This is an optimization exercise on Yosys and OpenROAD, whose aim is small area, not a production implementation. Where RTL was checked, it was by simulation tests only, not by an equivalence proof against the original. Function not checked in run 1: the RTL went through the layout flow alone. Power and IR drop assume default switching activity.

==> flow/design.v <==
`timescale 1ns / 1ps
module PharmacyMem(
    input [4:0] studentID ,
    input clk,
    input [1:0] mode ,  
    input [7:0] checkInTime,
    output reg [4:0] listOutput,
    output reg listBusy ,
    output reg ready,
    input rst  
	);
reg [3:0] last;           
reg [3:0] ptr;            
reg [12:0] slot [1:10];   
wire ins = (mode == 2'd2) && (last != 4'd10);
wire del = (mode == 2'd3) && (last != 4'd0);
function lt8(input [7:0] a, input [7:0] b);
	integer j;
	begin
		lt8 = 1'b0;
		for (j = 0; j < 8; j = j + 1)
			lt8 = (~a[j] & b[j]) | ((~a[j] | b[j]) & lt8);
	end
endfunction
wire [3:0] sel = mode[1] ? last : ptr;
reg  [7:0] rtime;
reg  [4:0] rid;
integer r;
always @* begin
	rtime = 8'd0;
	rid = 5'd0;
	for (r = 1; r <= 10; r = r + 1) begin
		rtime = rtime | ({8{last == r}} & slot[r][7:0]);
		rid = rid | ({5{sel == r}} & slot[r][12:8]);
	end
end
wire [12:0] rdata = {rid, rtime};
wire [12:0] newe = {studentID, checkInTime};
reg [12:0] a [1:10];
reg nza [1:10];
reg sw1, sw2;
reg [12:0] tq;
integer c, q;
always @* begin
	for (q = 1; q <= 10; q = q + 1) begin
		a[q] = (last == q - 1) ? newe : slot[q];
		nza[q] = ins && (last >= q - 1) && (|a[q][12:8]);
	end
	sw1 = nza[10] && lt8(a[10][7:0], a[5][7:0]);
	tq = a[5];
	if (sw1) begin a[5] = a[10]; a[10] = tq; nza[5] = 1'b1; end
	for (c = 4; c >= 1; c = c - 1) begin
		sw1 = nza[2*c+1] && lt8(a[2*c+1][7:0], a[c][7:0]);
		sw2 = nza[2*c] && (sw1 ? lt8(a[2*c][7:0], a[2*c+1][7:0])
		                       : lt8(a[2*c][7:0], a[c][7:0]));
		tq = a[c];
		if (sw1) begin a[c] = a[2*c+1]; a[2*c+1] = tq; end
		tq = a[c];
		if (sw2) begin a[c] = a[2*c]; a[2*c] = tq; end
		if (sw1 || sw2) nza[c] = 1'b1;
	end
end
wire [7:0] x = rtime;
reg [7:0] tt [1:10];
reg nzd [1:10];
integer k;
always @* begin
	for (k = 1; k <= 10; k = k + 1) begin
		tt[k] = slot[k][7:0];
		nzd[k] = del && (k < last) && (|slot[k][12:8]);
	end
end
wire c23 = lt8(tt[2], tt[3]), c32 = lt8(tt[3], tt[2]);
wire c45 = lt8(tt[4], tt[5]), c54 = lt8(tt[5], tt[4]);
wire c67 = lt8(tt[6], tt[7]), c76 = lt8(tt[7], tt[6]);
wire c89 = lt8(tt[8], tt[9]), c98 = lt8(tt[9], tt[8]);
wire s1l = nzd[2] && lt8(tt[2], x) && (c23 || !nzd[3]);
wire s1r = nzd[3] && lt8(tt[3], x) && c32;
wire l4p = s1l ? lt8(tt[4], x) : lt8(tt[4], tt[2]);
wire l5p = s1l ? lt8(tt[5], x) : lt8(tt[5], tt[2]);
wire s2l = nzd[4] && l4p && (c45 || !nzd[5]);
wire s2r = nzd[5] && l5p && c54;
wire l6p = s1r ? lt8(tt[6], x) : lt8(tt[6], tt[3]);
wire l7p = s1r ? lt8(tt[7], x) : lt8(tt[7], tt[3]);
wire s3l = nzd[6] && l6p && (c67 || !nzd[7]);
wire s3r = nzd[7] && l7p && c76;
wire l8p = s2l ? (s1l ? lt8(tt[8], x) : lt8(tt[8], tt[2])) : lt8(tt[8], tt[4]);
wire l9p = s2l ? (s1l ? lt8(tt[9], x) : lt8(tt[9], tt[2])) : lt8(tt[9], tt[4]);
wire s4l = nzd[8] && l8p && (c89 || !nzd[9]);
wire s4r = nzd[9] && l9p && c98;
reg sl [1:4];
reg sr [1:4];
always @* begin
	sl[1] = s1l; sr[1] = s1r;
	sl[2] = s2l; sr[2] = s2r;
	sl[3] = s3l; sr[3] = s3r;
	sl[4] = s4l; sr[4] = s4r;
end
reg [12:0] d [1:10];
reg [12:0] tz;
integer m;
always @* begin
	for (m = 1; m <= 10; m = m + 1) d[m] = a[m];
	if (mode == 2'd3) d[1] = rdata;
	for (m = 1; m <= 4; m = m + 1) begin
		tz = d[m];
		if (sl[m]) begin d[m] = d[2*m]; d[2*m] = tz; end
		if (sr[m]) begin d[m] = d[2*m+1]; d[2*m+1] = tz; end
	end
end
integer w;
always @(posedge clk) begin
	for (w = 1; w <= 10; w = w + 1) slot[w] <= d[w];
	if (rst) begin
		last <= 4'd0;
		ptr <= 4'd1;
		listBusy <= 1'b0;
		ready <= 1'b0;
		listOutput <= 5'd0;
	end else if (ins) begin
		last <= last + 4'd1;
		ptr <= 4'd1;
		listBusy <= 1'b0;
	end else if (del) begin
		last <= last - 4'd1;
		ptr <= 4'd1;
		listBusy <= 1'b0;
	end else if (mode == 2'd0) begin
		if (ptr <= last) begin
			listBusy <= 1'b1;
			ready <= 1'b0;
			listOutput <= rdata[12:8];
			ptr <= ptr + 4'd1;
		end else begin
			listBusy <= 1'b0;
			ready <= 1'b1;
			ptr <= 4'd1;
		end
	end
end
endmodule
==> flow/flow/run.sh <==
#!/bin/bash
# Standard ORFS layout (standard.sh), with one change: Yosys's ABC step maps
# the logic with the area-oriented script in flow/abc_area.script.
set -euo pipefail
work=$(pwd)
rm -rf "$work/scripts_abc"
cp -r "$FLOW_HOME/scripts" "$work/scripts_abc"
cp "$work/flow/abc_area.script" "$work/scripts_abc/abc_area.script"
cp "$work/flow/abc_area.script" "$work/scripts_abc/abc_speed.script"
sed "s#^make -C #make SCRIPTS_DIR=$work/scripts_abc -C #" standard.sh > standard_abc.sh
grep -q "SCRIPTS_DIR=" standard_abc.sh
bash standard_abc.sh > "$work/flow_make.log" 2>&1
==> flow/flow/abc_area.script <==
strash
dch
amap -m
topo
stime -c
buffer -c
upsize -c
dnsize -c
==> flow/standard.sh <==
#!/bin/bash
# synth_recipe.tcl (not shown) runs the flow's synth.tcl, then flattens the netlist and writes it again
# the make line also repeats each setting of config.mk as NAME=value (left out here)
make -C /OpenROAD-flow-scripts/flow DESIGN_CONFIG=/design/flow/config.mk WORK_HOME=/design/flow/orfs CLKGATE_MAP_FILE= SYNTH_SCRIPT=/design/flow/synth_recipe.tcl "${@:-finish}"
==> flow/config.mk <==
export PLATFORM = sky130hd
export DESIGN_NAME = PharmacyMem
export DESIGN_NICKNAME = PharmacyMem
export VERILOG_FILES = /design/flow/design.v
export SDC_FILE = /design/flow/constraint.sdc
export NUM_CORES = 4
export LEC_CHECK = 0
export ABC_AREA = 1
export CAP_MARGIN = 20
export CORE_MARGIN = 2
export CORE_UTILIZATION = 40
export GPL_TIMING_DRIVEN = 0
export SETUP_SLACK_MARGIN = 0
export SLEW_MARGIN = 20
==> flow/constraint.sdc <==
create_clock -name core_clock -period 11.0 [get_ports {clk}]
set_input_delay 2.2000 -clock core_clock [delete_from_list [all_inputs] [get_ports {clk}]]
set_output_delay 2.2000 -clock core_clock [all_outputs]
set_load 0.01 [all_outputs]
==> flow_metrics.env, run 1 <==
export IMPL_status="complete, no violations"
export IMPL_ant_nets=0
export IMPL_synth_area_per_cell_um2=6.49
export IMPL_p_switching_w=0.00292
export IMPL_placed_cells=2469
export IMPL_synthesis_instances=2010
export IMPL_maxCapViolations=0
export IMPL_synth_main_ff_cell="dfxtp_1"
export IMPL_crit_arrival_ns=10.91
export IMPL_relSlewSlack_pct=23.4
export IMPL_max_stage_delay_ns=0.42
export IMPL_synth_seq_cells=145
export IMPL_core_area_um2=32300
export IMPL_rr_worst_depth=47
export IMPL_antenna_found_initial=3
export IMPL_power_leakage_nw=5.70
export IMPL_io_buffers=16
export IMPL_holdWs_ns=0.461
export IMPL_hold_depth=2
export IMPL_fmax_mhz=94.3
export IMPL_async_reset_ff_share_pct=0
export IMPL_synth_edf_count=0
export IMPL_place_congestion=1.02
export IMPL_die_y_um=185
export IMPL_hold_class="reg -> reg"
export IMPL_layout_cells_most_common="o22ai_1"
export IMPL_root_buffer="clkbuf_16"
export IMPL_ys_warn_count=9
export IMPL_combPwrFrac_pct=67.7
export IMPL_grt_use_total_pct=39.2
export IMPL_worstReg2RegEnd="slot[4][11]"
export IMPL_fin_crit_ns=10.61
export IMPL_seqPwrFrac_pct=20.5
export IMPL_path_class="in -> reg"
export IMPL_drtPass1Iterations=11
export IMPL_path_clk_slew_ns=0.06
export IMPL_crit_slowest_cell="o22ai_2"
export IMPL_p_per_area_nw_per_um2=361
export IMPL_cts_tree="built"
export IMPL_critPathRequiredTime_ns=11.30
export IMPL_hold_start="listOutput[0]"
export IMPL_routed_wl_um=68400
export IMPL_clock_power_share_pct=11.9
export IMPL_first_global_vias=15352
export IMPL_nets=2080
export IMPL_cp_end_kind="flop"
export IMPL_regToRegStartpoint="last[0]"
export IMPL_skew_ns=0.0106
export IMPL_slew_violations=0
export IMPL_start_util_pct=40.4
export IMPL_p_int_w=0.00236
export IMPL_fin_util_pct=45.2
export IMPL_layout_common_cells="o22ai_1, nor2_1, inv_1, dfxtp_1, a21oi_1"
export IMPL_grt_first_pass_wirelength_um=98500
export IMPL_cp_start_kind="primary input"
export IMPL_clk_path_buf_depth=2
export IMPL_hold_violations=0
export IMPL_grt_max_degree=17
export IMPL_die_w_um=185
export IMPL_r2r_slack_ns=0.50
export IMPL_stdcell_count=2508
export IMPL_synth_seq_area_share_pct=22.3
export IMPL_drt_iter0_markers=3845
export IMPL_clkLatencyLatePin_ns=0.46
export IMPL_grt_ovfl_total=0
export IMPL_netlist_area_um2=13000
export IMPL_final_setup_tns_ns=0
export IMPL_drc=0
export IMPL_synth_cell_types=64
export IMPL_swShare_pct=55.3
export IMPL_min_to="listOutput[0]"
export IMPL_die_area_um2=34100
export IMPL_numCtsBuffers=17
export IMPL_cts_hold_buffers_added=0
export IMPL_routedWlPerCell_um=27.3
export IMPL_vias_per_cell=7.01
export IMPL_tightest_slew_ns=1.12
export IMPL_synth_net_count=2038
export IMPL_min_period_over_period_pct=96.4
export IMPL_vias=17574
export IMPL_drive_above_1_share_pct=6.83
export IMPL_vdd_drop_max_mv=0.136
export IMPL_detailed_place_hpwl_um=54500
export IMPL_cts_max_level=4
export IMPL_clock_sinks=145
export IMPL_crit_path_max_fanout=10
export IMPL_setup_viol=0
export IMPL_pin_count=24
export IMPL_rows=66
export IMPL_syn_to_final_growth_pct=11.9
-- power groups by stage --
| stage | registers, W | logic (W) | clock network [W] |
|---|---|---|---|
| detailed placement | 0.00108 | 0.00334 | 0 |
| global placement | 0.00107 | 0.00334 | 0 |
| finish | 0.00108 | 0.00357 | 0.000625 |
| global route | 0.00110 | 0.00381 | 0.000648 |
| floorplan | 0.000944 | 0.00243 | 0 |
| CTS | 0.00107 | 0.00338 | 0.000625 |
-- cell usage after synthesis (3+ instances only) --
library cell | instances | area, um^2
o21a_1 | 3 | 22.5
o21ai_0 | 71 | 355
o22a_1 | 32 | 280
or2_0 | 4 | 25.0
nor2_1 | 292 | 1100
buf_1 | 9 | 33.8
dfxtp_1 | 145 | 2900
inv_2 | 23 | 86.3
or3_1 | 11 | 68.8
o21ai_1 | 20 | 100
nor3_1 | 36 | 180
nor2b_1 | 4 | 25.0
buf_2 | 6 | 30.0
nand3_1 | 10 | 50.1
a22o_1 | 6 | 52.6
a211oi_1 | 16 | 120
o32ai_1 | 19 | 166
inv_1 | 235 | 882
o22ai_1 | 421 | 2630
a221oi_1 | 30 | 263
a222oi_1 | 53 | 531
o221ai_1 | 31 | 272
or2_1 | 3 | 18.8
nand2_1 | 132 | 495
a21oi_1 | 143 | 716
o31ai_1 | 3 | 22.5
or2_2 | 9 | 56.3
buf_6 | 4 | 45.0
a311oi_1 | 4 | 35.0
clkinv_1 | 13 | 48.8
o221ai_2 | 3 | 45.0
a221oi_2 | 3 | 45.0
nor2_2 | 3 | 18.8
nor4_1 | 10 | 62.6
clkbuf_1 | 114 | 428
ha_1 | 11 | 138
o22ai_2 | 8 | 100
a31oi_1 | 4 | 25.0
a22oi_1 | 27 | 203
a2111oi_0 | 9 | 78.8
-- repair_timing --
action | in CTS | in global routing
setup buffers | 0 | 6
endpoints found under the setup margin | 33 | 109
resized for setup | 12 | 21
pin swaps | 0 | 1
cloned | 0 | 0
-- state kept, by name, indices dropped and copies added (netlist names) --
register / count
slot: 130
listBusy: 1
last: 4
ready: 1
listOutput: 5
ptr: 4
-- how the worst max path moves through the flow --
stage	start	endpoint	slack, ns	cells past startpoint
6_report	checkInTime[1]	slot[4][11]	0.39	47
2_1_floorplan	checkInTime[1]	slot[4][0]	2.29	44
5_1_grt	mode[1]	slot[4][8]	-0.02	42
4_1_cts	mode[1]	slot[4][9]	0.09	41
3_3_place_gp	checkInTime[0]	slot[4][9]	-0.75	45
3_5_place_dp	checkInTime[0]	slot[4][9]	-0.73	45
-- through the flow --
| stage | power (W) | setup slack [ns] | instance area [um^2] |
|---|---|---|---|
| after floorplan | 0.00337 | 2.29 | 13000 |
| after global placement | 0.00441 | -0.752 | 13800 |
| after detailed placement | 0.00442 | -0.728 | 13800 |
| after CTS | 0.00507 | 0.0875 | 14500 |
| after global routing | 0.00555 | -0.0236 | 14600 |
| final | 0.00527 | 0.391 | 14600 |
-- critical path, delay by kind of cell --
kind | cells | cell delay, ns
AOI/OAI and AO/OA | 29 | 6.27
buffers and inverters | 13 | 1.94
and+or+nand+nor | 5 | 0.49
-- area by class of cell --
| cell class | count | area [um^2] |
|---|---|---|
| clock buffers | 20 | 447 |
| repair buffers | 23 | 205 |
| well taps | 442 | 553 |
| diodes | 1 | 2.50 |
| plain buffers | 137 | 567 |
| flip-flops and latches | 145 | 2900 |
| multi-input cells | 1457 | 8740 |
| fillers | 3471 | 17700 |
| clock inverters | 12 | 158 |
| inverters | 271 | 1020 |
-- cell families after synthesis --
family | count (synthesis) | synth area share [%]
simple gates | 520 | 16.6
buf+inv | 408 | 12.1
compound gates | 926 | 47.9
fa+ha+maj | 11 | 1.06
flops | 145 | 22.3
-- metal layers --
layer	vias up	share of wire, %	track usage [%]
met5	-	0.035	0
met4	4	4.7	16.5
met3	191	13	8.69
met2	1473	41	57.5
met1	8199	41	55.0
li1	7707	-	-
==> run 2: changes to the inputs <==
==> flow/design.v (replaced) <==
`timescale 1ns / 1ps
module PharmacyMem(
    input [4:0] studentID ,
    input clk,
    input [1:0] mode ,  
    input [7:0] checkInTime,
    output reg [4:0] listOutput,
    output reg listBusy ,
    output reg ready,
    input rst  
	);
reg [3:0] last;           
reg [3:0] ptr;            
reg [12:0] slot [1:10];   
wire ins = (mode == 2'd2) && (last != 4'd10);
wire del = (mode == 2'd3) && (last != 4'd0);
function lt8(input [7:0] a, input [7:0] b);
	integer j;
	begin
		lt8 = 1'b0;
		for (j = 0; j < 8; j = j + 1)
			lt8 = (~a[j] & b[j]) | ((~a[j] | b[j]) & lt8);
	end
endfunction
wire [3:0] sel = mode[1] ? last : ptr;
reg  [12:0] rdata;
integer r;
always @* begin
	rdata = slot[1];
	for (r = 2; r <= 10; r = r + 1)
		if (sel == r) rdata = slot[r];
end
wire [12:0] newe = {studentID, checkInTime};
reg [12:0] a [1:10];
reg nza [1:10];
reg sw;
reg [12:0] tq;
integer c, q;
always @* begin
	for (q = 1; q <= 10; q = q + 1) begin
		a[q] = (q == last + 1) ? newe : slot[q];
		nza[q] = ins && (q <= last + 1) && (|a[q][12:8]);
	end
	for (c = 10; c >= 2; c = c - 1) begin
		sw = nza[c] && lt8(a[c][7:0], a[c/2][7:0]);
		tq = a[c/2];
		if (sw) begin a[c/2] = a[c]; a[c] = tq; nza[c/2] = 1'b1; end
	end
end
reg [7:0] st [1:10];
reg nzd [1:10];
reg sl [1:4];
reg sr [1:4];
reg [7:0] tp;
integer p, k;
always @* begin
	for (k = 1; k <= 10; k = k + 1) begin
		st[k] = slot[k][7:0];
		nzd[k] = del && (k < last) && (|slot[k][12:8]);
	end
	st[1] = rdata[7:0];
	for (p = 1; p <= 4; p = p + 1) begin
		sl[p] = nzd[2*p] && lt8(st[2*p], st[p]) &&
		        (lt8(st[2*p], st[2*p+1]) || !nzd[2*p+1]);
		sr[p] = nzd[2*p+1] && lt8(st[2*p+1], st[p]) &&
		        lt8(st[2*p+1], st[2*p]);
		tp = st[p];
		if (sl[p]) begin st[p] = st[2*p]; st[2*p] = tp; end
		if (sr[p]) begin st[p] = st[2*p+1]; st[2*p+1] = tp; end
	end
end
reg [12:0] d [1:10];
reg [12:0] tz;
integer m;
always @* begin
	for (m = 1; m <= 10; m = m + 1) d[m] = a[m];
	if (mode == 2'd3) d[1] = rdata;
	for (m = 1; m <= 4; m = m + 1) begin
		tz = d[m];
		if (sl[m]) begin d[m] = d[2*m]; d[2*m] = tz; end
		if (sr[m]) begin d[m] = d[2*m+1]; d[2*m+1] = tz; end
	end
end
integer w;
always @(posedge clk) begin
	for (w = 1; w <= 10; w = w + 1) slot[w] <= d[w];
	if (rst) begin
		last <= 4'd0;
		ptr <= 4'd1;
		listBusy <= 1'b0;
		ready <= 1'b0;
		listOutput <= 5'd0;
	end else if (ins) begin
		last <= last + 4'd1;
		ptr <= 4'd1;
		listBusy <= 1'b0;
	end else if (del) begin
		last <= last - 4'd1;
		ptr <= 4'd1;
		listBusy <= 1'b0;
	end else if (mode == 2'd0) begin
		if (ptr <= last) begin
			listBusy <= 1'b1;
			ready <= 1'b0;
			listOutput <= rdata[12:8];
			ptr <= ptr + 4'd1;
		end else begin
			listBusy <= 1'b0;
			ready <= 1'b1;
			ptr <= 4'd1;
		end
	end
end
endmodule
==> flow/run.sh (new file) <==
#!/bin/bash
# synth_recipe.tcl (not shown) runs the flow's synth.tcl, then flattens the netlist and writes it again
# the make line also repeats each setting of config.mk as NAME=value (left out here)
make -C /OpenROAD-flow-scripts/flow DESIGN_CONFIG=/design/flow/config.mk WORK_HOME=/design/flow/orfs CLKGATE_MAP_FILE= SYNTH_SCRIPT=/design/flow/synth_recipe.tcl finish
removed: flow/flow/run.sh
removed: flow/flow/abc_area.script
removed: flow/standard.sh
==> run 2 against run 1 <==
- non-clock buffer count shrank 19
- critical endpoint is now slot[8][0]
- critical path depth shrank 4
- largest power group unchanged
- synthesized area grew 20%
- synthesized cell count grew 42%
==> flow_metrics.env, run 2 <==
export IMPL_root_buffer="clkbuf_16"
export IMPL_reg_largest_list="slot x130, listOutput x5"
export IMPL_die_w_um=202
export IMPL_ant_nets=0
export IMPL_power_leakage_nw=9.06
export IMPL_fin_crit_ns=9.58
export IMPL_synth_seq_cells=145
export IMPL_synth_cell_types=59
export IMPL_cp_end_kind="flop"
export IMPL_layout_common_cells="nand2_1, o21ai_0, inv_1, nand3_1, dfxtp_1"
export IMPL_vias_per_cell=5.74
export IMPL_synthMuxAreaShare_pct=0.896
export IMPL_die_area_um2=40700
export IMPL_async_reset_ff_share_pct=0
export IMPL_place_ws_ns=1.24
export IMPL_start_util_pct=40.5
export IMPL_synth_top_family_by_area="simple AND/OR/NAND/NOR gates"
export IMPL_crit_path_max_fanout=10
export IMPL_drive_above_1_share_pct=7.91
export IMPL_ys_top_cells_by_area="nand2_1, dfxtp_1, o21ai_0"
export IMPL_setup_viol=0
export IMPL_rsz0062_at_grt="false"
export IMPL_synth_edf_count=0
export IMPL_largest_register="slot"
export IMPL_cts_setup_buffers=0
export IMPL_synthXorXnorAreaFrac_pct=0.112
export IMPL_fmax_mhz=104
export IMPL_place_congestion=1.04
export IMPL_largest_reg_flops=130
export IMPL_core_area_um2=38600
export IMPL_syn_to_final_growth_pct=9.70
export IMPL_rows=72
export IMPL_routed_wl_um=82000
export IMPL_crit_arrival_ns=9.90
export IMPL_synth_seq_area_share_pct=18.6
export IMPL_cts_resized=0
export IMPL_synth_compound_area_share_pct=26.6
export IMPL_first_global_vias=18170
export IMPL_layout_cells_most_common="nand2_1"
export IMPL_final_setup_tns_ns=0
export IMPL_critPathRequiredTime_ns=11.32
export IMPL_routedWlPerCell_um=23.9
export IMPL_final_area_um2=17200
export IMPL_nets=2928
export IMPL_crit_slowest_cell="o21ai_0"
export IMPL_grt_ovfl_total=0
export IMPL_cts_max_level=4
export IMPL_path_class="in -> reg"
export IMPL_path_clk_slew_ns=0.06
export IMPL_regArea_um2=2900
export IMPL_vias=19656
export IMPL_maxCapViolations=0
export IMPL_synth_top_area_cell="nand2_1"
export IMPL_placed_cells=3396
export IMPL_ys_warn_count=9
export IMPL_status="complete, no violations"
export IMPL_clock_sinks=145
export IMPL_cts_hold_buffers_added=0
export IMPL_synth_area_per_cell_um2=5.48
export IMPL_synth_net_count=2886
export IMPL_synth_adder_area_share_pct=1.17
export IMPL_cp_start_kind="primary input"
export IMPL_die_y_um=202
export IMPL_slew_violations=0
export IMPL_yosys_cell_count_top_type="nand2_1"
export IMPL_dpl_cell_area_um2=16500
export IMPL_vdd_drop_max_mv=0.148
export IMPL_grt_first_pass_wirelength_um=117000
export IMPL_synth_main_ff_cell="dfxtp_1"
export IMPL_cts_tree="built"
export IMPL_skew_ns=0.0127
export IMPL_layout_setup_ws_ns=1.42
export IMPL_grt_max_degree=17
export IMPL_stdcell_count=3427
export IMPL_fill_cells=4314
export IMPL_multi_input_area_um2=10600
export IMPL_min_period_over_period_pct=87.1
export IMPL_p_per_area_nw_per_um2=342
export IMPL_synthesis_instances=2855
export IMPL_io_buffers=23
export IMPL_clk_path_buf_depth=2
export IMPL_detailed_place_hpwl_um=67500
export IMPL_drc=0
export IMPL_yosys_area_share_simple_pct=38.7
export IMPL_drtPass1Iterations=8
export IMPL_hold_class="reg -> reg"
export IMPL_pin_count=24
export IMPL_numCtsBuffers=17
export IMPL_yosys_area_top_type_share_pct=23.9
export IMPL_netlist_area_um2=15600
export IMPL_max_stage_delay_ns=0.72
export IMPL_drt_iter0_markers=2132
export IMPL_antenna_found_initial=1
export IMPL_synthTopCellsByCount="nand2_1, o21ai_0, inv_1, nand3_1, dfxtp_1"
export IMPL_tightest_slew_ns=1.14
export IMPL_hold_violations=0
export IMPL_grt_use_total_pct=39.7
export IMPL_holdWs_ns=0.487
export IMPL_timing_critical_path_mode_cell="nand2_1"
export IMPL_relSlewSlack_pct=22.9
export IMPL_clkLatencyLatePin_ns=0.47
-- run 2: cell count changes in the layout (fill, tap and decap cells not counted), moves of 42 or more --
cell | previous run | this run
o22ai_1 | 408 | 42
nand2_1 | 132 | 995
nand3_1 | 10 | 209
o21ai_1 | 19 | 91
a222oi_1 | 53 | 0
clkbuf_1 | 112 | 66
nor2_1 | 292 | 100
inv_1 | 234 | 380
o21ai_0 | 71 | 392
a21oi_1 | 143 | 76
o211ai_1 | 1 | 43
-- run 2: critical path, delay by kind of cell --
kind | cells | cell delay [ns]
AOI/OAI and AO/OA | 14 | 2.94
and+or+nand+nor | 20 | 2.59
buffers and inverters | 9 | 2.12
-- run 2: worst paths after layout --
kind	startpoint	endpoint	slack, ns	depth (start not counted)
setup / recovery	mode[1]	slot[8][0]	1.42	43
hold / removal	listBusy	listBusy	0.49	2
setup reg to reg	last[0]	slot[9][2]	2.75	56
hold reg to reg	listBusy	listBusy	0.49	2
-- run 2: cell families after synthesis --
| group | after synthesis |
|---|---|
| simple gates | 1415 |
| compound gates | 737 |
| buf+inv | 528 |
| flops | 145 |
| mux | 14 |
| fa+ha+maj | 14 |
| xor+xnor | 2 |
-- run 2: metrics by stage --
| stage | util, % | power [W] |
|---|---|---|
| final | 44.4 | 0.00588 |
| after floorplan | - | 0.00363 |
| after CTS | 44.4 | 0.00573 |
| after detailed placement | 42.7 | 0.00505 |
| after global placement | 42.7 | 0.00504 |
| after global routing | 44.4 | 0.00629 |
-- run 2: power by group --
part	switching (W)	internal [W]	leakage, nW	total, W
Sequential	0.000376	0.000795	1.22	0.00117
Combinational	0.00287	0.00117	7.54	0.00404
Clock	0.000264	0.000402	0.305	0.000666
-- run 2: cell type report --
cell class | instances | area share, %
inverters | 410 | 8.97
plain buffers | 118 | 3.78
clock inverters | 8 | 0.890
well taps | 518 | 3.78
multi-input cells | 2182 | 61.5
repair buffers | 23 | 1.34
clock buffers | 22 | 2.82
flip-flops and latches | 145 | 16.9
diodes | 1 | 0.0146
-- run 2: metal layers --
layer	GRT usage [%]	wire [um]
met5	0	14
met4	25.8	6130
met3	7.24	7050
met2	63.8	36100
met1	48.9	32700

## re-timing with driven ports
In the flow no input, the clock included, has a driving cell. The finished layouts below were timed again as built, in two steps.
Step 1, drivers: a clkbuf_16 drives clk and a buf_2 each remaining input, both assumed.
Step 2, shift: input delay + t, output delay - t, t = (earliest + latest rising clock arrival at the registers) / 2. This alone moves slack from input paths to output paths.
Three values: no drivers, after step 1, after step 2; two values: the first two.
run | t, ns | slack for setup (ns) | pins driven straight from the clock port
run 1 | 0.512 | 0.391 / 0.420 / -0.092 | 1
run 2 | 0.522 | 1.423 / 1.436 / 0.914 | 1
With both steps, setup timing fails in run 1, where it was met with ideal ports. For run 2, which loses most, drivers alone change the setup slack by +0.013 ns; drivers and shift together by -0.509 ns.
